This design comes from an exercise in tuning for small area on the open sky130 flow, not from production work.
Only simulation tests tie the RTL to the original design; equivalence was not proved.
Power figures rest on the tool's default switching activity, not on a simulated workload.

## red
Design apb_uart, start of the top module:
module apb_uart (
   input  wire          clk,
                        rst_n,
   input  wire          UART_RX_I,
   output reg           UART_TX_O,
   output wire          tx_fifo_empty,
                        tx_fifo_full,
                        rx_fifo_empty,
                        rx_fifo_full,
   input  wire          PENABLE,
                        PSEL,
                        PWRITE,
   input  wire [31:0]   PWDATA,
                        PADDR,
   output reg           PREADY,
   output wire          PSLVERR,
   output wire [31:0]   PRDATA
);
   wire       access   = PSEL & PENABLE;
   wire       addr_vld = ~|PADDR[31:3];
   wire [7:0] addr     = PADDR[7:0];
   reg        dap1, dap2;
   always @(posedge clk or negedge rst_n) begin
      if (!rst_n) begin
         dap1   <= 1'b0;
         dap2   <= 1'b0;
         PREADY <= 1'b0;
      end else begin
         dap1   <= access;
         dap2   <= dap1;
         PREADY <= dap2;
      end
   end
   wire acc_rdy = PREADY & access;
   wire w_en    = acc_rdy & addr_vld & PWRITE;
   assign PSLVERR = acc_rdy & ~addr_vld;
   reg       mdr;
   reg [7:0] dll, dlh, tbr;
   reg [5:0] lcr;
   reg [3:0] ier;
   reg [3:0] fsr_d;
   reg       tx_flag;
   wire      t_empty, t_full, r_empty, r_full;
   always @(posedge clk or negedge rst_n) begin
      if (!rst_n) begin
         mdr     <= 1'b0;
         dll     <= 8'd0;
         dlh     <= 8'd0;
         lcr     <= 6'd0;
         ier     <= 4'd0;
         tbr     <= 8'd0;
         fsr_d   <= 4'd0;
         tx_flag <= 1'b0;
      end else begin
         if (w_en) begin
            case (PADDR[2:0])
               3'd0: mdr <= PWDATA[0];
               3'd1: dll <= PWDATA[7:0];
               3'd2: dlh <= PWDATA[7:0];
               3'd3: lcr <= PWDATA[5:0];
               3'd4: ier <= PWDATA[3:0];
               3'd6: tbr <= PWDATA[7:0];
               default: ;
            endcase
         end
         fsr_d   <= {r_empty, r_full, t_empty, t_full};
         tx_flag <= w_en & (PADDR[2:0] == 3'd6);
      end
   end
   wire       osm = mdr;
   wire [1:0] wls = lcr[1:0];
   wire       stb = lcr[2];
  ...
Size in the first run: ~110 I/O pins, about 0.015 mm^2 of cells after synthesis.
clock: 10.0 ns
lec_check: 0
cap_margin: 20
core_margin: 2
core_utilization: 40
slew_margin: 20
standard.sh (not shown) runs the stock make flow with config.mk's settings and CLKGATE_MAP_FILE= SYNTH_SCRIPT=/design/flow/synth_recipe.tcl, a recipe that flattens the netlist after the stock synthesis.
==> flow/flow/run.sh <==
#!/bin/bash
# The standard layout, with three changes:
#  - synthesis: the standard synthesis (synth_recipe.tcl), then the combinational cells are
#    mapped again by ABC for area (flow/remap.tcl); the registers stay as they are;
#  - the port buffers are the smallest buffer cell (buf_1), and the buffers ABC added are removed;
#  - one tie cell drives all the constant outputs;
#  - clock tree: clkbuf_8 cells, clusters of up to 20 sinks, no dummy loads.
# Each tool's output is in the ORFS logs under orfs/logs; make's output goes to standard_flow.log.
set -euo pipefail
WORK=$(pwd)
printf 'source %s/synth_recipe.tcl\nsource %s/flow/remap.tcl\n' "$WORK" "$WORK" > "$WORK/remap_synth.tcl"
CTS="-sink_clustering_enable -repair_clock_nets -dont_use_dummy_load -buf_list sky130_fd_sc_hd__clkbuf_8 -sink_clustering_size 20 -sink_clustering_max_diameter 60"
bash standard.sh "SYNTH_SCRIPT=$WORK/remap_synth.tcl" "BUFFER_PORTS_ARGS=-buffer_cell sky130_fd_sc_hd__buf_1" \
   "CTS_ARGS=$CTS" REMOVE_ABC_BUFFERS=1 SKIP_REPAIR_TIE_FANOUT=1 UPSIZE_MIN_FANOUT=12 finish > standard_flow.log 2>&1
==> flow/flow/area.script <==
strash
&get -n
&deepsyn -T 30
&put
dch
map -a -B 0
mfs2
&get -n
&st
&dch
&nf -R 1000
&put
topo
==> flow/flow/genmodels.py <==
# Writes Verilog models of the combinational cells of a liberty file (from each output pin's
# function), for yosys to techmap mapped cells back into logic.
import re, sys
lib = open(sys.argv[1]).read()
out = open(sys.argv[2], 'w')
names = []
cells = [(m.start(), m.group(1)) for m in re.finditer(r'\bcell\s*\(\s*"?([\w]+)"?\s*\)', lib)]
for i, (p, name) in enumerate(cells):
    body = lib[p:cells[i + 1][0] if i + 1 < len(cells) else len(lib)]
    if re.search(r'\b(ff|latch|statetable)\s*\(', body):
        continue
    pins = []
    for m in re.finditer(r'\bpin\s*\(\s*"?(\w+)"?\s*\)\s*\{', body):
        # pin body up to the matching brace
        d, j = 1, m.end()
        while d:
            d += {'{': 1, '}': -1}.get(body[j], 0); j += 1
        pb = body[m.end():j]
        dirm = re.search(r'direction\s*:\s*"?(\w+)"?', pb)
        fm = re.search(r'\bfunction\s*:\s*"([^"]*)"', pb)
        pins.append((m.group(1), dirm.group(1) if dirm else '', fm.group(1) if fm else None))
    outs = [p for p in pins if p[1] == 'output']
    ins = [p for p in pins if p[1] == 'input']
    if not outs or any(o[2] is None for o in outs) or 'tristate' in body or not ins and not outs:
        continue
    if any(re.search(r'\b(three_state)\b', body) for _ in [0]):
        continue
    names.append(name)
    out.write(f'module {name} ({", ".join(p[0] for p in ins + outs)});\n')
    for p in ins: out.write(f'  input {p[0]};\n')
    for p in outs:
        f = p[2]
        f = re.sub(r'\)\s*\(', ') & (', f)
        f = re.sub(r'(\w|\))\s+(?=[\w!(])', r'\1 & ', f)
        f = f.replace('!', '~').replace('*', '&').replace('+', '|')
        out.write(f'  output {p[0]};\n  assign {p[0]} = {f};\n')
    out.write('endmodule\n')
==> flow/flow/holdmux_map.v <==
module sky130_fd_sc_hd__mux2_1 (A0, A1, S, X);
  input A0, A1, S;
  output X;
  sky130_fd_sc_hd__a22o_1 _TECHMAP_REPLACE_ (.A1(S), .A2(A1), .B1(~S), .B2(A0), .X(X));
endmodule
==> flow/flow/not_map.v <==
module \$_NOT_ (A, Y);
  input A;
  output Y;
  sky130_fd_sc_hd__inv_1 _TECHMAP_REPLACE_ (.A(A), .Y(Y));
endmodule
==> flow/flow/remap.tcl <==
# Runs after synth_recipe.tcl, in the same Yosys session: maps the combinational cells of the
# standard synthesis back to logic and has ABC map that logic again for area. The registers are
# left as the standard synthesis made them (same instances, names and cell types).
set flowdir [file dirname [file normalize [info script]]]
set models $::env(OBJECTS_DIR)/comb_models.v
exec -- $::env(PYTHON_EXE) $flowdir/genmodels.py [lindex $::env(LIB_FILES) 0] $models
techmap -map $models
techmap
abc -script $flowdir/area.script {*}$lib_args {*}$lib_dont_use_args -constr $::env(OBJECTS_DIR)/abc.constr
opt_clean -purge
# ABC maps the hold multiplexers of the async-reset registers to mux2 cells; an a22o with the
# inverted select, shared by the bits of a register, is smaller.
select -set holdmux t:sky130_fd_sc_hd__dfrtp_* %ci1:+\[D\] %ci1:+\[X\] t:sky130_fd_sc_hd__mux2_1 %i
techmap -map $flowdir/holdmux_map.v @holdmux
simplemap
opt_merge t:\$_NOT_
techmap -map $flowdir/not_map.v
opt_clean -purge
hilomap -singleton -hicell {*}$::env(TIEHI_CELL_AND_PORT) -locell {*}$::env(TIELO_CELL_AND_PORT)
splitnets
# left out here: clean up, hide names made inside functions
tee -o $::env(REPORTS_DIR)/remap_stat.txt stat {*}$lib_args
# left out here: write 1_2_yosys.v
# weak cells with many loads: next drive strength (flow/upsize.py)
exec -- $::env(PYTHON_EXE) $flowdir/upsize.py [lindex $::env(LIB_FILES) 0] $::env(RESULTS_DIR)/1_2_yosys.v $::env(UPSIZE_MIN_FANOUT)
==> flow/flow/upsize.py <==
# Gives the weakest combinational cells of a netlist that drive many loads the next drive
# strength of the same cell (same function and pins), so that placement does not have to
# buffer their nets. Usage: upsize.py LIB NETLIST MIN_FANOUT (rewrites NETLIST).
import re, sys
lib, path, fmin = sys.argv[1], sys.argv[2], int(sys.argv[3])
names = set(re.findall(r'cell\s*\(\s*"?(sky130_fd_sc_hd__\w+)"?\s*\)', open(lib).read()))
text = open(path).read()
inst = re.compile(r'^(\s*)(sky130_fd_sc_hd__(\w+?)_(\d+))(\s+\S+\s*\()(.*?)\);', re.M | re.S)
conn = re.compile(r'\.(\w+)\(\s*([^()]*?)\s*\)')
loads = {}
outs = {}
for m in inst.finditer(text):
    for pin, net in conn.findall(m.group(6)):
        if pin in ('X', 'Y', 'Q', 'Q_N', 'HI', 'LO', 'SUM', 'COUT'):
            continue
        loads[net] = loads.get(net, 0) + 1
ports = set(n.strip() for n in re.findall(r'^\s*output\s+(?:\[[^\]]*\]\s*)?([^;]+);', text, re.M))
def upsize(m):
    base, size = m.group(3), int(m.group(4))
    if size > 1 or base.startswith(('df', 'edf', 'sdf', 'dl', 'conb', 'buf', 'clk', 'inv', 'tap', 'fill', 'decap')):
        return m.group(0)
    out = [net for pin, net in conn.findall(m.group(6)) if pin in ('X', 'Y')]
    if len(out) != 1 or loads.get(out[0], 0) + (out[0].split('[')[0] in ports) < fmin:
        return m.group(0)
    bigger = f'sky130_fd_sc_hd__{base}_2'
    if bigger not in names:
        return m.group(0)
    return m.group(1) + bigger + m.group(5) + m.group(6) + ');'
new = inst.sub(upsize, text)
open(path, 'w').write(new)
Setup changes, red to blue
--- a/flow/flow/run.sh
+++ b/flow/flow/run.sh
@@ -13,2 +13,2 @@
 bash standard.sh "SYNTH_SCRIPT=$WORK/remap_synth.tcl" "BUFFER_PORTS_ARGS=-buffer_cell sky130_fd_sc_hd__buf_1" \
-   "CTS_ARGS=$CTS" REMOVE_ABC_BUFFERS=1 SKIP_REPAIR_TIE_FANOUT=1 UPSIZE_MIN_FANOUT=12 finish > standard_flow.log 2>&1
+   "CTS_ARGS=$CTS" REMOVE_ABC_BUFFERS=1 SKIP_REPAIR_TIE_FANOUT=1 finish > standard_flow.log 2>&1
--- a/flow/flow/remap.tcl
+++ b/flow/flow/remap.tcl
@@ -12,6 +12,5 @@
 # inverted select, shared by the bits of a register, is smaller.
-select -set holdmux t:sky130_fd_sc_hd__dfrtp_* %ci1:+\[D\] %ci1:+\[X\] t:sky130_fd_sc_hd__mux2_1 %i
+select -set holdmux t:sky130_fd_sc_hd__dfrtp_* %ci1:+[D] %ci1:+[X] t:sky130_fd_sc_hd__mux2_1 %i
 techmap -map $flowdir/holdmux_map.v @holdmux
-simplemap
-opt_merge t:\$_NOT_
+opt_merge
 techmap -map $flowdir/not_map.v
@@ -23,3 +22 @@
 # left out here: write 1_2_yosys.v
-# weak cells with many loads: next drive strength (flow/upsize.py)
-exec -- $::env(PYTHON_EXE) $flowdir/upsize.py [lindex $::env(LIB_FILES) 0] $::env(RESULTS_DIR)/1_2_yosys.v $::env(UPSIZE_MIN_FANOUT)
removed: flow/flow/upsize.py
==> run notes <==
- For blue, the flow was terminated by a tool error in synthesis (1_2_yosys) and produced no final design.
- red: all stages complete, timing, DRC and antenna checks passed
For green, these inputs were changed with respect to blue:
--- a/flow/flow/run.sh
+++ b/flow/flow/run.sh
@@ -6,3 +6,3 @@
 #  - one tie cell drives all the constant outputs;
-#  - clock tree: clkbuf_8 cells, clusters of up to 20 sinks, no dummy loads.
+#  - clock tree: clkbuf_4 leaf cells in clusters of up to 10 sinks, clkbuf_8 above them, no dummy loads.
 # Each tool's output is in the ORFS logs under orfs/logs; make's output goes to standard_flow.log.
@@ -11,3 +11,3 @@
 printf 'source %s/synth_recipe.tcl\nsource %s/flow/remap.tcl\n' "$WORK" "$WORK" > "$WORK/remap_synth.tcl"
-CTS="-sink_clustering_enable -repair_clock_nets -dont_use_dummy_load -buf_list sky130_fd_sc_hd__clkbuf_8 -sink_clustering_size 20 -sink_clustering_max_diameter 60"
+CTS="-sink_clustering_enable -repair_clock_nets -dont_use_dummy_load -buf_list sky130_fd_sc_hd__clkbuf_4 -root_buf sky130_fd_sc_hd__clkbuf_8 -tree_buf sky130_fd_sc_hd__clkbuf_8 -sink_clustering_size 10 -sink_clustering_max_diameter 40"
 bash standard.sh "SYNTH_SCRIPT=$WORK/remap_synth.tcl" "BUFFER_PORTS_ARGS=-buffer_cell sky130_fd_sc_hd__buf_1" \
--- a/flow/flow/remap.tcl
+++ b/flow/flow/remap.tcl
@@ -12,5 +12,6 @@
 # inverted select, shared by the bits of a register, is smaller.
-select -set holdmux t:sky130_fd_sc_hd__dfrtp_* %ci1:+[D] %ci1:+[X] t:sky130_fd_sc_hd__mux2_1 %i
+select -set holdmux t:sky130_fd_sc_hd__dfrtp_* %ci1:+\[D\] %ci1:+\[X\] t:sky130_fd_sc_hd__mux2_1 %i
 techmap -map $flowdir/holdmux_map.v @holdmux
-opt_merge
+simplemap
+opt_merge t:\$_NOT_
 techmap -map $flowdir/not_map.v
[summary]
- Looking at the reports, green completed the entire flow and the layout it produced met the timing, DRC and antenna checks.
### green -> orange
==> flow/flow/run.sh <==
#!/bin/bash
# The standard layout, with three changes:
#  - synthesis: the standard synthesis (synth_recipe.tcl), then the combinational cells are
#    mapped again by ABC for area (flow/remap.tcl); the registers stay as they are;
#  - the port buffers are the smallest buffer cell (buf_1), and the buffers ABC added are removed;
#  - clock tree: clkbuf_8 cells, clusters of up to 20 sinks, no dummy loads.
# Each tool's output is in the ORFS logs under orfs/logs; make's output goes to standard_flow.log.
set -euo pipefail
WORK=$(pwd)
printf 'source %s/synth_recipe.tcl\nsource %s/flow/remap.tcl\n' "$WORK" "$WORK" > "$WORK/remap_synth.tcl"
CTS="-sink_clustering_enable -repair_clock_nets -dont_use_dummy_load -buf_list sky130_fd_sc_hd__clkbuf_8 -sink_clustering_size 20 -sink_clustering_max_diameter 60"
bash standard.sh "SYNTH_SCRIPT=$WORK/remap_synth.tcl" "BUFFER_PORTS_ARGS=-buffer_cell sky130_fd_sc_hd__buf_1" \
   "CTS_ARGS=$CTS" REMOVE_ABC_BUFFERS=1 finish > standard_flow.log 2>&1
==> flow/flow/area.script <==
strash
dch
map -a -B 0
&get -n
&st
&dch
&nf -R 1000
&put
topo
--- a/flow/flow/genmodels.py
+++ b/flow/flow/genmodels.py
@@ -37 +37,2 @@
     out.write('endmodule\n')
+print(len(names), 'cells', file=sys.stderr)
--- a/flow/flow/remap.tcl
+++ b/flow/flow/remap.tcl
@@ -10,10 +10,2 @@
 opt_clean -purge
-# ABC maps the hold multiplexers of the async-reset registers to mux2 cells; an a22o with the
-# inverted select, shared by the bits of a register, is smaller.
-select -set holdmux t:sky130_fd_sc_hd__dfrtp_* %ci1:+\[D\] %ci1:+\[X\] t:sky130_fd_sc_hd__mux2_1 %i
-techmap -map $flowdir/holdmux_map.v @holdmux
-simplemap
-opt_merge t:\$_NOT_
-techmap -map $flowdir/not_map.v
-opt_clean -purge
 hilomap -singleton -hicell {*}$::env(TIEHI_CELL_AND_PORT) -locell {*}$::env(TIELO_CELL_AND_PORT)
removed: flow/flow/holdmux_map.v
removed: flow/flow/not_map.v
### Flow results
orange did not finish: a tool error stopped it during synthesis (1_2_yosys).
Per the final summary, green finished and its layout is clean on timing, DRC and antenna.
Here is what was changed in the inputs of purple compared with orange.
# orange
export LEC_CHECK = 0
export CAP_MARGIN = 20
export CORE_MARGIN = 2
export CORE_UTILIZATION = 40
export SLEW_MARGIN = 20
create_clock -name core_clock -period 10.0 [get_ports {clk}]
# purple
export LEC_CHECK = 0
export CAP_MARGIN = 0
export CORE_MARGIN = 2
export CORE_UTILIZATION = 40
export SLEW_MARGIN = 0
create_clock -name core_clock -period 10.0 [get_ports {clk}]
--- a/flow/flow/genmodels.py
+++ b/flow/flow/genmodels.py
@@ -37,2 +37 @@
     out.write('endmodule\n')
-print(len(names), 'cells', file=sys.stderr)
Results
Looking at the reports, purple completed the entire flow and the layout it produced met the timing, DRC and antenna checks.


== v9 ==
Starting RTL as in the previous note.
clock: 10.0 ns
lec_check: 0
cap_margin: 20
core_margin: 2
core_utilization: 40
slew_margin: 20
==> flow/flow/run.sh <==
#!/bin/bash
# The standard layout, with three changes:
#  - synthesis: the standard synthesis (synth_recipe.tcl), then the combinational cells are
#    mapped again by ABC for area (flow/remap.tcl); the registers stay as they are;
#  - the port buffers are the smallest buffer cell (buf_1), and the buffers ABC added are removed;
#  - one tie cell drives all the constant outputs;
#  - clock tree: clkbuf_8 cells, clusters of up to 20 sinks, no dummy loads.
# Each tool's output is in the ORFS logs under orfs/logs; make's output goes to standard_flow.log.
set -euo pipefail
WORK=$(pwd)
printf 'source %s/synth_recipe.tcl\nsource %s/flow/remap.tcl\n' "$WORK" "$WORK" > "$WORK/remap_synth.tcl"
CTS="-sink_clustering_enable -repair_clock_nets -dont_use_dummy_load -buf_list sky130_fd_sc_hd__clkbuf_8 -sink_clustering_size 20 -sink_clustering_max_diameter 60"
bash standard.sh "SYNTH_SCRIPT=$WORK/remap_synth.tcl" "BUFFER_PORTS_ARGS=-buffer_cell sky130_fd_sc_hd__buf_1" \
   "CTS_ARGS=$CTS" REMOVE_ABC_BUFFERS=1 SKIP_REPAIR_TIE_FANOUT=1 finish > standard_flow.log 2>&1
==> flow/flow/area.script <==
strash
&get -n
&deepsyn -T 30
&put
dch
map -a -B 0
mfs2
&get -n
&st
&dch
&nf -R 1000
&put
topo
==> flow/flow/holdmux_map.v <==
module sky130_fd_sc_hd__mux2_1 (A0, A1, S, X);
  input A0, A1, S;
  output X;
  sky130_fd_sc_hd__a22o_1 _TECHMAP_REPLACE_ (.A1(S), .A2(A1), .B1(~S), .B2(A0), .X(X));
endmodule
==> flow/flow/not_map.v <==
module \$_NOT_ (A, Y);
  input A;
  output Y;
  sky130_fd_sc_hd__inv_1 _TECHMAP_REPLACE_ (.A(A), .Y(Y));
endmodule
==> flow/flow/remap.tcl <==
# Runs after synth_recipe.tcl, in the same Yosys session: maps the combinational cells of the
# standard synthesis back to logic and has ABC map that logic again for area. The registers are
# left as the standard synthesis made them (same instances, names and cell types).
set flowdir [file dirname [file normalize [info script]]]
set models $::env(OBJECTS_DIR)/comb_models.v
exec -- $::env(PYTHON_EXE) $flowdir/genmodels.py [lindex $::env(LIB_FILES) 0] $models
techmap -map $models
techmap
abc -script $flowdir/area.script {*}$lib_args {*}$lib_dont_use_args -constr $::env(OBJECTS_DIR)/abc.constr
opt_clean -purge
# ABC maps the hold multiplexers of the async-reset registers to mux2 cells; an a22o with the
# inverted select, shared by the bits of a register, is smaller.
select -set holdmux t:sky130_fd_sc_hd__dfrtp_* %ci1:+\[D\] %ci1:+\[X\] t:sky130_fd_sc_hd__mux2_1 %i
techmap -map $flowdir/holdmux_map.v @holdmux
opt_merge t:\$_NOT_
techmap -map $flowdir/not_map.v
opt_clean -purge
hilomap -singleton -hicell {*}$::env(TIEHI_CELL_AND_PORT) -locell {*}$::env(TIELO_CELL_AND_PORT)
splitnets
# left out here: clean up, hide names made inside functions
tee -o $::env(REPORTS_DIR)/remap_stat.txt stat {*}$lib_args
# left out here: write 1_2_yosys.v
Other scripts of this flow, unchanged in this note and not shown: flow/flow/genmodels.py
v9 never completed, since it errored out during netlist read-in after synthesis (1_synth).
#### Input delta (v44 over v9)
Settings: setting GPL_TIMING_DRIVEN to 0 for the first time; changing CORE_UTILIZATION from 40 to 60.
--- a/flow/flow/run.sh
+++ b/flow/flow/run.sh
@@ -5,3 +5,2 @@
 #  - the port buffers are the smallest buffer cell (buf_1), and the buffers ABC added are removed;
-#  - one tie cell drives all the constant outputs;
 #  - clock tree: clkbuf_8 cells, clusters of up to 20 sinks, no dummy loads.
@@ -13,2 +12,2 @@
 bash standard.sh "SYNTH_SCRIPT=$WORK/remap_synth.tcl" "BUFFER_PORTS_ARGS=-buffer_cell sky130_fd_sc_hd__buf_1" \
-   "CTS_ARGS=$CTS" REMOVE_ABC_BUFFERS=1 SKIP_REPAIR_TIE_FANOUT=1 finish > standard_flow.log 2>&1
+   "CTS_ARGS=$CTS" REMOVE_ABC_BUFFERS=1 finish > standard_flow.log 2>&1
==> flow/flow/area.script <==
strash
dch
map -a -B 0
&get -n
&st
&dch
&nf -R 1000
&put
topo
--- a/flow/flow/remap.tcl
+++ b/flow/flow/remap.tcl
@@ -10,9 +10,2 @@
 opt_clean -purge
-# ABC maps the hold multiplexers of the async-reset registers to mux2 cells; an a22o with the
-# inverted select, shared by the bits of a register, is smaller.
-select -set holdmux t:sky130_fd_sc_hd__dfrtp_* %ci1:+\[D\] %ci1:+\[X\] t:sky130_fd_sc_hd__mux2_1 %i
-techmap -map $flowdir/holdmux_map.v @holdmux
-opt_merge t:\$_NOT_
-techmap -map $flowdir/not_map.v
-opt_clean -purge
 hilomap -singleton -hicell {*}$::env(TIEHI_CELL_AND_PORT) -locell {*}$::env(TIELO_CELL_AND_PORT)
removed: flow/flow/holdmux_map.v
removed: flow/flow/not_map.v
- v44: PASS, flow complete, no timing, DRC or antenna violations
- v9 failed in netlist read-in after synthesis (1_synth) with STA-0171.
Here is what was changed in the inputs of v47 compared with v44.
Settings: a deleted GPL_TIMING_DRIVEN that had been 0; a change of CORE_UTILIZATION from 60 to 30.
--- a/flow/flow/run.sh
+++ b/flow/flow/run.sh
@@ -5,2 +5,3 @@
 #  - the port buffers are the smallest buffer cell (buf_1), and the buffers ABC added are removed;
+#  - one tie cell drives all the constant outputs;
 #  - clock tree: clkbuf_8 cells, clusters of up to 20 sinks, no dummy loads.
@@ -12,2 +13,2 @@
 bash standard.sh "SYNTH_SCRIPT=$WORK/remap_synth.tcl" "BUFFER_PORTS_ARGS=-buffer_cell sky130_fd_sc_hd__buf_1" \
-   "CTS_ARGS=$CTS" REMOVE_ABC_BUFFERS=1 finish > standard_flow.log 2>&1
+   "CTS_ARGS=$CTS" REMOVE_ABC_BUFFERS=1 SKIP_REPAIR_TIE_FANOUT=1 finish > standard_flow.log 2>&1
==> flow/flow/area.script <==
strash
&get -n
&deepsyn -T 30
&put
dch
map -a -B 0
mfs2
&get -n
&st
&dch
&nf -R 1000
&put
topo
==> flow/flow/holdmux_map.v (new file) <==
module sky130_fd_sc_hd__mux2_1 (A0, A1, S, X);
  input A0, A1, S;
  output X;
  sky130_fd_sc_hd__a22o_1 _TECHMAP_REPLACE_ (.A1(S), .A2(A1), .B1(~S), .B2(A0), .X(X));
endmodule
==> flow/flow/not_map.v (new file) <==
module \$_NOT_ (A, Y);
  input A;
  output Y;
  sky130_fd_sc_hd__inv_1 _TECHMAP_REPLACE_ (.A(A), .Y(Y));
endmodule
--- a/flow/flow/remap.tcl
+++ b/flow/flow/remap.tcl
@@ -10,2 +10,10 @@
 opt_clean -purge
+# ABC maps the hold multiplexers of the async-reset registers to mux2 cells; an a22o with the
+# inverted select, shared by the bits of a register, is smaller.
+select -set holdmux t:sky130_fd_sc_hd__dfrtp_* %ci1:+\[D\] %ci1:+\[X\] t:sky130_fd_sc_hd__mux2_1 %i
+techmap -map $flowdir/holdmux_map.v @holdmux
+simplemap
+opt_merge t:\$_NOT_
+techmap -map $flowdir/not_map.v
+opt_clean -purge
 hilomap -singleton -hicell {*}$::env(TIEHI_CELL_AND_PORT) -locell {*}$::env(TIELO_CELL_AND_PORT)
==> run notes <==
- Delta(maximum cell stage delay along the critical path, v47 - v44) < 0
- What v44 reported for non-clock buffer count has to be multiplied by 1.3 to get the figure for v47.
- v47 against v44: clock share of power decreased by 2.3 points relative to the old numbers; netlist area before placement went down about 3.5%; worst setup slack now larger.
- Going from v44 to v47, clock-buffer cell count shrank by more than 10%.
- v44 -> v47: post-CTS repair timing setup buffer count delta 0, exact match
- v47: share of cell area taken by multi-input logic gates lower than v44
[inputs] v49 vs v47
Settings: changing CORE_UTILIZATION from 30 to 40.
--- a/flow/flow/area.script
+++ b/flow/flow/area.script
@@ -13 +13,4 @@
 topo
+stime -c
+upsize -c
+dnsize -c
- Design area (higher): v47
- Per the comparison of v49 with v47, mean cell area of the mapped netlist saw an increase; clock share of power went up by 0.8 points.
- A capture point of the worst path of PRDATA[4] is what v47 shows, while PRDATA[3] belongs to v49.
- On highest cell delay on the worst timing path, the lower figure sits with v49, not v47.
- Uppermost signal routing layer after detailed routing: met4 -> v49, met5 -> v47

-- port drivers added, routing unchanged --
How much do the figures lean on ideal ports? The routed layouts below were timed once more, with nothing changed but the port constraints. Step 1: set_driving_cell puts a clkbuf_16 on clk and a buf_2 on each other input, an assumption about the parent block. Step 2 adds t to the input delays and takes it off the output delays; t is the mean of the earliest and latest rising clock arrival at the registers after step 1. Input paths then give back, and output paths get back, about the clock's delay inside the block. Slacks: no drivers / after step 1 / after step 2; pairs: no drivers / after step 1.
| run | t, ns | setup slack, ns | clock arrival spread, ns | worst register clock-pin slew, ns |
|---|---|---|---|---|
| red | 0.642 | 4.145 / 4.115 / 4.115 | 0.127 / 0.126 | 0.12 / 0.12 |
| green | 0.597 | 4.163 / 4.129 / 4.129 | 0.100 / 0.100 | 0.11 / 0.11 |
| purple | 0.615 | 4.120 / 4.083 / 4.083 | 0.073 / 0.073 | 0.12 / 0.12 |
| v44 | 0.627 | 3.890 / 3.854 / 3.854 | 0.090 / 0.091 | 0.12 / 0.12 |
| v47 | 0.635 | 3.919 / 3.868 / 3.868 | 0.049 / 0.049 | 0.12 / 0.12 |
| v49 | 0.622 | 4.184 / 4.158 / 4.158 | 0.078 / 0.078 | 0.12 / 0.12 |
After both steps every run listed still meets setup and hold. The setup slack of v47, which loses most, moves by -0.051 ns with the drivers and by -0.051 ns with both steps.
